This design comes from an exercise in tuning for a short achievable clock period and few clock cycles on the open sky130 flow, not from production work. The RTL was checked by simulation tests, not by an equivalence proof against the original design.

==> design/flow/design.v <==
module riscv_pipe (
	input  wire        CLK,
	input  wire        RSTn,
	output wire [11:0] I_MEM_ADDR,
	input  wire [31:0] I_MEM_DI,
	output wire [11:0] D_MEM_ADDR,
	output wire [31:0] D_MEM_DOUT,
	input  wire [31:0] D_MEM_DI,
	output wire        D_MEM_WEN,
	output wire        RF_WE,
	output wire [4:0]  RF_WA,
	output wire [31:0] RF_WD,
	output wire        HALT
);
	wire [4:0]  ra1, ra2;
	wire [31:0] rd1, rd2;
	RISCV_TOP core (
		.CLK         (CLK),
		.RSTn        (RSTn),
		.I_MEM_CSN   (),
		.I_MEM_DI    (I_MEM_DI),
		.I_MEM_ADDR  (I_MEM_ADDR),
		.D_MEM_CSN   (),
		.D_MEM_DI    (D_MEM_DI),
		.D_MEM_DOUT  (D_MEM_DOUT),
		.D_MEM_ADDR  (D_MEM_ADDR),
		.D_MEM_WEN   (D_MEM_WEN),
		.D_MEM_BE    (),
		.RF_WE       (RF_WE),
		.RF_RA1      (ra1),
		.RF_RA2      (ra2),
		.RF_WA1      (RF_WA),
		.RF_RD1      (rd1),
		.RF_RD2      (rd2),
		.RF_WD       (RF_WD),
		.HALT        (HALT),
		.OUTPUT_PORT ()
	);
	REG_FILE #(
		.DWIDTH (32),
		.MDEPTH (32),
		.AWIDTH (5)
	) rf (
		.CLK  (CLK),
		.WE   (RF_WE),
		.RSTn (RSTn),
		.RA1  (ra1),
		.RA2  (ra2),
		.WA   (RF_WA),
		.WD   (RF_WD),
		.RD1  (rd1),
		.RD2  (rd2)
	);
endmodule
module RISCV_TOP (
	input wire CLK,
	input wire RSTn,
	output wire I_MEM_CSN,
	input wire [31:0] I_MEM_DI, 
	output reg [11:0] I_MEM_ADDR, 
	output wire D_MEM_CSN,
	input wire [31:0] D_MEM_DI,
	output wire [31:0] D_MEM_DOUT,
	output wire [11:0] D_MEM_ADDR, 
	output wire D_MEM_WEN,
	output wire [3:0] D_MEM_BE,
	output wire RF_WE,
	output wire [4:0] RF_RA1,
	output wire [4:0] RF_RA2,
	output wire [4:0] RF_WA1,
	input wire [31:0] RF_RD1,
	input wire [31:0] RF_RD2,
	output wire [31:0] RF_WD,
	output wire HALT,                    
	output wire [31:0] OUTPUT_PORT       
	);
	assign OUTPUT_PORT = RF_WD;
	reg [11:0] pc;
	reg [11:0] pc1;
	reg [11:0] pc2;
	wire [11:0] Added_pc;
	reg [11:0] Added_pc1;
	reg [11:0] Added_pc2;
	reg [31:0] Added_pc3;
	reg [11:0] nxt_pc;
	reg [31:0] inst;	
	reg [4:0] rd1;
	reg [4:0] rd2;
	reg [4:0] rd3;
	reg [31:0] immed;
	reg [11:0] immed1;	
	reg [31:0] A;
	reg [31:0] B;
	reg [31:0] rt1;
	reg [31:0] rt2;
	reg [31:0] result;
	reg [31:0] ALUOut;
	reg [31:0] preMEMOut;
	reg [31:0] MEMOut;
	reg [1:0] PCSrc;
	reg RegWrite1;
	reg RegWrite2;
	reg RegWrite; 
	reg [2:0] ASrc;
	reg [2:0] BSrc;
	reg [1:0] rtSrc;
	reg [3:0] ALUOP;
	reg [1:0] MEMOutSrc1;
	reg [1:0] MEMOutSrc;
	reg JAL;
	reg JAL1;
	reg JALR;
	reg JALR1;
	reg Branch;
	reg MEMWrite1;
	reg MEMWrite;
	reg LW;
	reg Stall;
	reg Finish;
	reg NOP1;
	reg NOP2;
	reg NOP3;
	reg NOP;
	assign HALT = ((inst == 32'h00008067) && (Finish == 1'b1))? 1'b1 : 1'b0;
	always @(posedge CLK) begin
		if (RSTn == 1'b0) pc <= 12'b0;
		else if (Stall == 1'b1) pc <= pc;
		else pc <= nxt_pc;
	end
	always @(posedge CLK) begin
		if (Stall == 1'b1) pc1 <= pc1;
		else pc1 <= pc;
	end
	always @(posedge CLK) begin
		pc2 <= pc1;
	end
	always @(posedge CLK) begin
		immed1 <= immed[11:0];
	end
	assign Added_pc = pc + 4;
	always @(posedge CLK) begin
		if (Stall == 1'b1) Added_pc1 <= Added_pc1;
		else Added_pc1 <= Added_pc;
	end
	always @(posedge CLK) begin
		Added_pc2 <= Added_pc1;
	end
	always @(posedge CLK) begin
		Added_pc3 <= {{21{Added_pc2[11]}},Added_pc2[10:0]};
	end
	always @(*) begin
		if ((JAL1 == 1'b1) || ((Branch == 1'b1) && (result[0] == 1'b1))) PCSrc = 2'b01;
		else if (JALR1 == 1'b1) PCSrc = 2'b10;
		else PCSrc = 2'b00;
	end
	always @(*) begin
		case (PCSrc)
			2'b01: nxt_pc = pc2 + immed1;
			2'b10: nxt_pc = result[11:0];
			default: nxt_pc = Added_pc;
		endcase
	end
	always @(*) I_MEM_ADDR = pc;
	assign I_MEM_CSN = ~RSTn;
	always @(posedge CLK) begin
		if (RSTn == 1'b0) begin
			inst <= 32'h00000013;
			NOP1 <= 1'b1;
		end
		else if ((JAL == 1'b1) || (JALR == 1'b1) || (JAL1 == 1'b1) || (JALR1 == 1'b1) || ((Branch == 1'b1) && (result[0] == 1'b1))) begin
			inst <= 32'h00000013;
			NOP1 <= 1'b1;
		end
		else if (Stall == 1'b1) begin
			inst <= inst;
			NOP1 <= NOP1;
		end
		else begin
			inst <= I_MEM_DI;
			NOP1 <= 1'b0;
		end
	end
	assign RF_RA1 = inst[19:15];
	assign RF_RA2 = inst[24:20];
	always @(posedge CLK) begin
		rd1 <= inst[11:7];
	end
	always @(posedge CLK) begin
		rd2 <= rd1;
	end
	always @(posedge CLK) begin
		rd3 <= rd2;
	end
	assign RF_WA1 = rd3;
	assign RF_WD = MEMOut;
	always @(*) begin
		if (((inst[6:0] == 7'b0010011) && (inst[14:12] != 3'b101) && (inst[14:12] != 3'b001)) || (inst[6:0] == 7'b0000011) || (inst[6:0] == 7'b1100111)) 
			immed = {{21{inst[31]}},inst[30:20]};
		else if (inst[6:0] == 7'b1100011) 
			immed = {{20{inst[31]}},inst[7],inst[30:25],inst[11:8],1'b0};
		else if (inst[6:0] == 7'b0100011) 
			immed = {{21{inst[31]}},inst[30:25],inst[11:8],inst[7]};
		else if (inst[6:0] == 7'b1101111) 
			immed = {{12{inst[31]}},inst[19:12],inst[20],inst[30:21],1'b0};
		else if ((inst[6:0] == 7'b0010011) && ((inst[14:12] == 3'b101) || (inst[14:12] == 3'b001))) 
			immed = {{28{inst[24]}},inst[23:20]};
		else 
			immed = {32{1'b0}};
	end
	assign RF_WE = RegWrite;
	always @(posedge CLK) begin
		if (RSTn == 1'b0) RegWrite2 <= 1'b0;
		else RegWrite2 <= RegWrite1;
	end
	always @(posedge CLK) begin
		if (RSTn == 1'b0) RegWrite <= 1'b0;
		else RegWrite <= RegWrite2;
	end
	always @(posedge CLK) begin
		if (RSTn == 1'b0) RegWrite1 <= 1'b0;
		else if ((inst[6:0] == 7'b1100011) || (inst[6:0] == 7'b0100011) || ((Branch == 1'b1) && (result[0] == 1'b1)) || (Stall == 1'b1)) RegWrite1 <= 1'b0;
		else RegWrite1 <= 1'b1;
	end
	always @(*) begin
		if (inst[6:0] == 7'b1100111) JALR = 1'b1;
		else JALR = 1'b0;
	end
	always @(posedge CLK) begin
		if ((RSTn == 1'b0) || ((Branch == 1'b1) && (result[0] == 1'b1)) || (Stall == 1'b1)) JALR1 <=1'b0;
		else JALR1 <= JALR;
	end
	always @(*) begin
		if (inst[6:0] == 7'b1101111) JAL = 1'b1;
		else JAL = 1'b0;
	end
	always @(posedge CLK) begin
		if ((RSTn == 1'b0) || ((Branch == 1'b1) && (result[0] == 1'b1)) || (Stall == 1'b1)) JAL1 <=1'b0;
		else JAL1 <= JAL;
	end
	always @(posedge CLK) begin
		if ((RSTn == 1'b1) && (inst[6:0] == 7'b1100011) && ((Branch == 1'b0) || (result[0] == 1'b0)) && (Stall == 1'b0)) Branch <= 1'b1;
		else Branch <= 1'b0;
	end
	always @(posedge CLK) begin
		if ((RSTn == 1'b1) && (inst[6:0] == 7'b0000011) && ((Branch == 1'b0) || (result[0] == 1'b0)) && (Stall == 1'b0)) LW <= 1'b1;
		else LW <= 1'b0;
	end
	always @(posedge CLK) begin
		if ((RSTn == 1'b1) && (inst == 32'h00c00093) && ((Branch == 1'b0) || (result[0] == 1'b0)) && (Stall == 1'b0)) Finish <= 1'b1;
		else Finish <= 1'b0;
	end
	always @(posedge CLK) begin
		if ((RSTn == 1'b0) || ((Branch == 1'b1) && (result[0] == 1'b1)) || (Stall == 1'b1)) NOP2 <= 1'b1;
		else NOP2 <= NOP1;
	end
	always @(posedge CLK) begin
		NOP3 <= NOP2;
	end
	always @(posedge CLK) begin
		NOP <= NOP3;
	end
	always @(*) begin
		if ((RegWrite1 == 1'b1) && (inst[19:15] == rd1) && (inst[19:15] != 5'b00000) && (inst[6:0] != 7'b1101111) && (LW == 1'b1)) Stall = 1'b1;
		else if ((RegWrite1 == 1'b1) && (inst[24:20] == rd1) && (inst[24:20] != 5'b00000) && ((inst[6:0] == 7'b0100011) || (inst[6:0] == 7'b0110011) || (inst[6:0] == 7'b1100011)) && (LW == 1'b1)) Stall = 1'b1;
		else Stall = 1'b0;
	end
	always @(*) begin
		if ((RegWrite1 == 1'b1) && (inst[19:15] == rd1) && (inst[19:15] != 5'b00000) && (inst[6:0] != 7'b1101111) && (JAL1 != 1'b1) && (JALR1 != 1'b1)) ASrc = 3'b001;
		else if ((RegWrite2 == 1'b1) && (inst[19:15] == rd2) && (inst[19:15] != 5'b00000) && (inst[6:0] != 7'b1101111)) ASrc = 3'b010;
		else if ((RegWrite == 1'b1) && (inst[19:15] == rd3) && (inst[19:15] != 5'b00000) && (inst[6:0] != 7'b1101111)) ASrc = 3'b011;
		else if((RegWrite1 == 1'b1) && (inst[19:15] == rd1) && (inst[19:15] != 5'b00000) && (inst[6:0] != 7'b1101111) && ((JAL1 == 1'b1) || (JALR1 == 1'b1))) ASrc = 3'b100;
		else ASrc = 3'b000;
	end
	always @(*) begin
		if ((RegWrite1 == 1'b1) && (inst[24:20] == rd1) && (inst[24:20] != 5'b00000) && ((inst[6:0] == 7'b0110011) || (inst[6:0] == 7'b1100011)) && (JAL1 != 1'b1) && (JALR1 != 1'b1)) BSrc = 3'b010;
		else if ((RegWrite2 == 1'b1) && (inst[24:20] == rd2) && (inst[24:20] != 5'b00000) && ((inst[6:0] == 7'b0110011) || (inst[6:0] == 7'b1100011))) BSrc = 3'b011;
		else if ((RegWrite == 1'b1) && (inst[24:20] == rd3) && (inst[24:20] != 5'b00000) && ((inst[6:0] == 7'b0110011) || (inst[6:0] == 7'b1100011))) BSrc = 3'b100;
		else if ((RegWrite1 == 1'b1) && (inst[24:20] == rd1) && (inst[24:20] != 5'b00000) && ((inst[6:0] == 7'b0110011) || (inst[6:0] == 7'b1100011)) && ((JAL1 == 1'b1) || (JALR1 == 1'b1))) BSrc = 3'b101;
		else if ((inst[6:0] == 7'b0110011) || (inst[6:0] == 7'b1100011)) BSrc = 3'b000;
		else BSrc = 3'b001;	
	end
	always @(*) begin
		if ((RegWrite1 == 1'b1) && (inst[24:20] == rd1) && (inst[24:20] != 5'b00000)) rtSrc = 2'b01;
		else if ((RegWrite2 == 1'b1) && (inst[24:20] == rd2) && (inst[24:20] != 5'b00000)) rtSrc = 2'b10;
		else if ((RegWrite == 1'b1) && (inst[24:20] == rd3) && (inst[24:20] != 5'b00000)) rtSrc = 2'b11;
		else rtSrc = 2'b00;	
	end
	always @(posedge CLK) begin
		case (ASrc)
			3'b000: A <= RF_RD1;		
			3'b001: A <= result;
			3'b010: A <= preMEMOut;
			3'b011: A <= MEMOut;
			default: A <= Added_pc2;
		endcase
	end
	always @(posedge CLK) begin
		case (BSrc)
			3'b000: B <= RF_RD2;	
			3'b001: B <= immed;		
			3'b010: B <= result;
			3'b011: B <= preMEMOut;
			3'b100: B <= MEMOut;
			default: B <= Added_pc2;
		endcase
	end
	always @(posedge CLK) begin
		case (rtSrc)
			2'b00: rt1 <= RF_RD2;		
			2'b01: rt1 <= result;
			2'b10: rt1 <= preMEMOut;
			default: rt1 <= MEMOut;
		endcase
	end
	always @(posedge CLK) begin
		rt2 <= rt1;
	end
	always @(posedge CLK) begin
		if ((inst[6:0] == 7'b1101111) || (inst[6:0] == 7'b0000011) || (inst[6:0] == 7'b0100011) || ((inst[6:0] == 7'b0110011) && (inst[14:12] == 3'b000) && (inst[30] == 1'b0)) || ((inst[6:0] == 7'b0010011) && (inst[14:12] == 3'b000)))              
			ALUOP <= 4'b0000;
		else if ((inst[6:0] == 7'b0110011) && (inst[14:12] == 3'b000)  && (inst[30] == 1'b1))
			ALUOP <= 4'b0001;
		else if (((inst[6:0] == 7'b0110011) && (inst[14:12] == 3'b111)) || ((inst[6:0] == 7'b0010011) && (inst[14:12] == 3'b111))) 
			ALUOP <= 4'b0010;
		else if (((inst[6:0] == 7'b0110011) && (inst[14:12] == 3'b110)) || ((inst[6:0] == 7'b0010011) && (inst[14:12] == 3'b110))) 
			ALUOP <= 4'b0011;
		else if (((inst[6:0] == 7'b0110011) && (inst[14:12] == 3'b100)) || ((inst[6:0] == 7'b0010011) && (inst[14:12] == 3'b100))) 
			ALUOP <= 4'b0100;
		else if (((inst[6:0] == 7'b0110011) && (inst[14:12] == 3'b010)) || ((inst[6:0] == 7'b0010011) && (inst[14:12] == 3'b010)) || ((inst[6:0] == 7'b1100011) && (inst[14:12] == 3'b100))) 
			ALUOP <= 4'b0101;
		else if (((inst[6:0] == 7'b0110011) && (inst[14:12] == 3'b011)) || ((inst[6:0] == 7'b0010011) && (inst[14:12] == 3'b011)) || ((inst[6:0] == 7'b1100011) && (inst[14:12] == 3'b110))) 
			ALUOP <= 4'b0110;
		else if (((inst[6:0] == 7'b0110011) && (inst[14:12] == 3'b101) && (inst[30] == 1'b1)) || ((inst[6:0] == 7'b0010011) && (inst[14:12] == 3'b101) && (inst[30] == 1'b1)))              
			ALUOP <= 4'b0111;
		else if (((inst[6:0] == 7'b0110011) && (inst[14:12] == 3'b101) && (inst[30] == 1'b0)) || ((inst[6:0] == 7'b0010011) && (inst[14:12] == 3'b101) && (inst[30] == 1'b0)))              
			ALUOP <= 4'b1000;
		else if (((inst[6:0] == 7'b0110011) && (inst[14:12] == 3'b001)) || ((inst[6:0] == 7'b0010011) && (inst[14:12] == 3'b001)))              
			ALUOP <= 4'b1001;
		else if ((inst[6:0] == 7'b1100011) && (inst[14:12] == 3'b000)) 
			ALUOP <= 4'b1010;
		else if ((inst[6:0] == 7'b1100011) && (inst[14:12] == 3'b001)) 
			ALUOP <= 4'b1011;
		else if ((inst[6:0] == 7'b1100011) && (inst[14:12] == 3'b101)) 
			ALUOP <= 4'b1100;
		else if ((inst[6:0] == 7'b1100011) && (inst[14:12] == 3'b111)) 
			ALUOP <= 4'b1101;
		else if (inst[6:0] == 7'b1100111)
			ALUOP <= 4'b1110;
		else 
			ALUOP <= 4'b1111;
	end
	always @(*) begin
		case (ALUOP)
			4'b0000 : result = A + B;
			4'b0001 : result = A - B;
			4'b0010 : result = A & B;
			4'b0011 : result = A | B;
			4'b0100 : result = A ^ B;
			4'b0101 : result = $signed(A) < $signed(B);
			4'b0110 : result = A < B;
			4'b0111 : result = $signed(A) >>> B[4:0];
			4'b1000 : result = A >> B[4:0];
			4'b1001 : result = A << B[4:0];
			4'b1010 : result = A == B;
			4'b1011 : result = A != B;
			4'b1100 : result = $signed(A) >= $signed(B);
			4'b1101 : result = A >= B;
			4'b1110 : result = (A + B) & 32'hfffffffe;
			default : result = 0;
		endcase
	end
	always @(posedge CLK) begin
		ALUOut <= result;
	end
	assign D_MEM_ADDR = ALUOut[11:0];
	assign D_MEM_DOUT = rt2;
	assign D_MEM_CSN = ~RSTn;
	assign D_MEM_WEN = ~MEMWrite;
	assign D_MEM_BE = 4'b1111;
	always @(posedge CLK) begin
		if ((RSTn == 1'b1) && (inst[6:0] == 7'b0100011) && ((Branch == 1'b0) || (result[0] == 1'b0)) && (Stall == 1'b0)) MEMWrite1 <= 1'b1;
		else MEMWrite1 <= 1'b0;
	end
	always @(posedge CLK) begin
		if (RSTn == 1'b0) MEMWrite <= 1'b0;
		else MEMWrite <= MEMWrite1;
	end
	always @(posedge CLK)begin
		if ((inst[6:0] == 7'b1101111) || (inst[6:0] == 7'b1100111)) MEMOutSrc1 <= 2'b10;
		else if (inst[6:0] == 7'b0000011) MEMOutSrc1 <= 2'b01;
		else MEMOutSrc1 <= 2'b00;
	end 
	always @(posedge CLK) begin
		MEMOutSrc <= MEMOutSrc1;
	end
	always @(*) begin
		case (MEMOutSrc)
			2'b00: preMEMOut = ALUOut;		
			2'b01: preMEMOut = D_MEM_DI;
			default: preMEMOut = Added_pc3;
		endcase
	end
	always @(posedge CLK) begin
		MEMOut <= preMEMOut;
	end
endmodule 
module REG_FILE #(
	parameter DWIDTH = 32,
	parameter MDEPTH = 32,
	parameter AWIDTH = 5
)  (
	input wire CLK,
	input wire WE,
	input wire RSTn,
	input wire [AWIDTH-1:0] RA1, RA2, WA,
	input wire [DWIDTH-1:0] WD,
	output wire [DWIDTH-1:0] RD1, RD2
);
	reg [DWIDTH-1:0] RF [MDEPTH-1:0];
	assign RD1 = RF[RA1];
	assign RD2 = RF[RA2];
	always @(posedge CLK)
	begin
		if (~RSTn)
    		begin
			RF[0] <= 32'b0;
			RF[2] <= 32'hF00;
			RF[3] <= 32'h100;
			RF[1] <= 32'b0;
			RF[4] <= 32'b0;
			RF[5] <= 32'b0;
			RF[6] <= 32'b0;
			RF[7] <= 32'b0;
			RF[8] <= 32'b0;
			RF[9] <= 32'b0;
			RF[10] <= 32'b0;
			RF[11] <= 32'b0;
			RF[12] <= 32'b0;
			RF[13] <= 32'b0;
			RF[14] <= 32'b0;
			RF[15] <= 32'b0;
			RF[16] <= 32'b0;
			RF[17] <= 32'b0;
			RF[18] <= 32'b0;
			RF[19] <= 32'b0;
			RF[20] <= 32'b0;
			RF[21] <= 32'b0;
			RF[22] <= 32'b0;
			RF[23] <= 32'b0;
			RF[24] <= 32'b0;
			RF[25] <= 32'b0;
			RF[26] <= 32'b0;
			RF[27] <= 32'b0;
			RF[28] <= 32'b0;
			RF[29] <= 32'b0;
			RF[30] <= 32'b0;
			RF[31] <= 32'b0;
		end
		else if(WE && (WA != {AWIDTH{1'b0}}))
		begin
        		RF[WA] <= WD;
    		end
	end
endmodule
==> design/flow/run.sh <==
#!/bin/bash
# synth_recipe.tcl (not shown) runs the flow's synth.tcl, then flattens the netlist and writes it again
# the make line also repeats each setting of config.mk as NAME=value (left out here)
make -C /OpenROAD-flow-scripts/flow DESIGN_CONFIG=/design/flow/config.mk WORK_HOME=/design/flow/orfs CLKGATE_MAP_FILE= SYNTH_SCRIPT=/design/flow/synth_recipe.tcl finish
==> design/flow/config.mk <==
export PLATFORM = sky130hd
export DESIGN_NAME = riscv_pipe
export DESIGN_NICKNAME = riscv_pipe
export VERILOG_FILES = /design/flow/design.v
export SDC_FILE = /design/flow/constraint.sdc
export NUM_CORES = 4
export LEC_CHECK = 0
export CAP_MARGIN = 20
export CORE_MARGIN = 2
export CORE_UTILIZATION = 40
export SLEW_MARGIN = 20
==> design/flow/constraint.sdc <==
create_clock -name core_clock -period 6.5 [get_ports {CLK}]
set_input_delay 1.3000 -clock core_clock [delete_from_list [all_inputs] [get_ports {CLK}]]
set_output_delay 1.3000 -clock core_clock [all_outputs]
set_load 0.01 [all_outputs]
==> results.cfg <==
[critical_path]
arrival_ns = 5.66
cp-end-kind = register
cp.required_ns = 7.21
cp_top_family = simple AND/OR/NAND/NOR gates
worst-path-buf-inv = 2
worstSetupPathType = register to register
path_cells = ha_1 -> inv_1 -> fa_1 -> nand2b_1 -> a2111o_1 -> a31oi_2 -> o31ai_4 -> nor2_1 -> or4_1 -> a32o_1 -> nor3_2 -> nand3_1 -> buf_4 -> a21oi_1
cp_max_fo = 56
max_stage_delay_ns = 0.81
slowest_stage = dfxtp_4
worst_setup_path_start_kind = register

[logic_synthesis]
synth_seq_area_share = 0.500
synth_area_leaders = edfxtp_1 41%, mux4_2 20%, dfxtp_1 8.6%
ys.flop_type = edfxtp_1
synth_top_area_share = 0.414
ys_ff_latch = 1371
muxShareOfSynthArea = 0.224
synth_top_family_by_area = multiplexers
synthAdderAreaFrac = 0.0188
synth_xor_area_frac = 0.00577
syn-instance-count = 5856
syn_area_per_cell_um2 = 13.0
synth_cell_types = 93
yosysWarnings = 2
async_reset_ff_frac = 0
yosysTopAreaCell = edfxtp_1
synth-simple-area-share = 0.134
synthesis.area_mm2 = 0.0759
synth-edff-count = 1046
synth-compound-area-share = 0.0807

[floorplanning]
die-height_um = 439
core_region_area_mm2 = 0.188
ioPinCount = 162
num_rows = 159
floorplan.initialDensity = 0.403
die_x_um = 439
dieArea_mm2 = 0.193

[detailed_routing]
drt_pass1_iterations = 6
drtIter0Drc = 7918
vias = 54500
ant_nets = 0
postRouteWirelength_mm = 304
wl_per_cell_um = 35.9
routed_via_density = 6.42
drc = 0

[cts]
cts.sinks = 1371
cts-htree-levels = 4
cts-root-buf = clkbuf_16
path_clk_slew_ns = 0.06
clk_path_buf_depth = 3
ctsHoldBuffers = 0
cts_tree = built
cts_resized = 0
cts_buffers = 155
post_cts_buffers = 0
clk_latency_ns = 0.83

[place]
portBuffers = 161
dpl.hpwl_mm = 202
place_inst = 8178
place_ws_ns = 1.63
globalplace.congestion = 1.00

[grt]
grt_pass1_vias = 53200
antenna_found_initial = 22
grt_use_total = 0.312
grt_first_pass_wirelength_mm = 422
overflow = 0
grt_max_degree = 70

[timing]
rsz0062_at_grt = no
finalCritPeriodShare = 0.760
tightest_slew_ns = 1.22
whs_ns = 0.322
tns_ns = 0
fin_crit_ns = 4.94
setup-violations-final = 0
fmax_ghz = 0.202
finClkSkew_ns = 0.0318
hold_viol = 0
finalMaxSlewViolations = 0
fin_ws_ns = 1.56
relSlewSlack = 0.186

[finish]
area_delta_synth_final_pct = 13.1
layout-drive-gt1-share = 0.217
fin_nets = 6019
most-common-layout-cells = 1046 x edfxtp_1, 1006 x and2_1, 678 x mux4_2
layout_commonest_cell = edfxtp_1
fill_cells = 16800
seqCellArea_mm2 = 0.0380
stdcell_count = 8481
multiInputGateArea_mm2 = 0.0360

[min_path]
hold_path_class = register to register

[power_and_ir_drop]
p_per_area_mw_per_mm2 = 285
power.leakage_nw = 30.2
power.total_mw = 24.4
ir_drop_v = 0.000316

[run]
cap_violations = 0

[run_status]
status = timing/DRC/antenna clean
==> state kept, by name, indices dropped and copies added (netlist names), 32 cells and up, named ones only <==
| signal | count |
|---|---|
| core.rt2 | 32 |
| core.ALUOut | 32 |
| core.B | 32 |
| core.rt1 | 32 |
| rf.RF | 1024 |
| core.MEMOut | 32 |
| core.inst | 32 |
| core.A | 32 |
==> cells in the mapped netlist (all sizes together), types with 100 or more instances <==
master	n
nand2	313
edfxtp	1046
and2	1007
ha	109
a21oi	246
mux4	684
a211oi	100
o21ai	197
buf	133
clkbuf	440
nor2	292
inv	123
dfxtp	325
==> final timing paths <==
kind,start,slack [ns],depth (start not counted),endpoint
setup reg to reg,core.B[0]$_DFF_P_,1.56,14,register
hold / removal,core.rt1[3]$_DFF_P_,0.32,0,core.rt2[3]$_DFF_P_
hold reg to reg,core.rt1[3]$_DFF_P_,0.32,0,core.rt2[3]$_DFF_P_
setup / recovery,core.B[0]$_DFF_P_,1.56,14,register
==> per-stage QoR <==
stage                      util  area [um2]
after detailed placement  0.430       80900
after floorplan               -       76000
final                     0.456       85800
after global placement    0.430       80800
after CTS                 0.455       85700
after global routing      0.456       85700
==> report_power, final <==
part	switching [mW]	internal [mW]	total [mW]
Clock	3.78	4.74	8.52
Sequential	0.560	9.96	10.5
Combinational	3.47	1.90	5.37
==> routing by layer <==
layer	part of all wire	up-vias	GRT usage
met4	0.077	14	0.205
met5	0.00032	-	0
met2	0.47	3398	0.496
met1	0.36	28100	0.388
li1	-	22200	-
met3	0.094	760	0.0629
==> worst reg2reg max path: cells and delay by family (launching register included) <==
| family | cells | cell delay [ns] |
|---|---|---|
| simple gates | 5 | 1.51 |
| compound gates | 5 | 1.42 |
| flops | 1 | 0.81 |
| fa+ha+maj | 2 | 0.73 |
| buf+inv | 2 | 0.37 |
==> final cells by class <==
| type | instances | share of cell area |
|---|---|---|
| inverter | 125 | 0.00547 |
| multi-input combinational | 3818 | 0.419 |
| clock inverter | 71 | 0.00635 |
| tap | 2495 | 0.0364 |
| clock buffer | 214 | 0.0498 |
| sequential | 1371 | 0.443 |
| antenna | 17 | 0.000496 |
| timing repair buffer | 370 | 0.0397 |
==> kinds of logic (layout without fill, tap and decap cells) <==
group | after synthesis | count (layout)
AND/OR/NAND/NOR | 1875 | 1875
flip-flops | 1371 | 1371
AO/OA/AOI/OAI | 914 | 914
multiplexers | 835 | 835
buffers and inverters | 698 | 780
adder cells (fa/ha/maj) | 112 | 112
XOR/XNOR | 50 | 50
other | 1 | 49
Testbench counts, summed over its fixed seeds: cycles 149,002.

[re-timing with driven ports]
No port has a modelled driver above. Below, the same layout with a new extraction and two added sets of constraints. Step 1: set_driving_cell puts a clkbuf_16 on CLK and a buf_2 on each other input, an assumption about the parent block. Step 2, shift: input delay + t, output delay - t, t = (earliest + latest rising clock arrival at the registers) / 2. This alone moves slack from input paths to output paths. a / b / c = no drivers / after step 1 / after step 2; a / b = the first two.
shift t [ns]: 0.895
setup WS [ns]: 1.557 / 1.557 / 1.557
pins driven straight from the clock port: 1
After both steps setup and hold are still met in this run. The setup slack of this run moves by 0.000 ns with the drivers and by 0.000 ns with both steps.
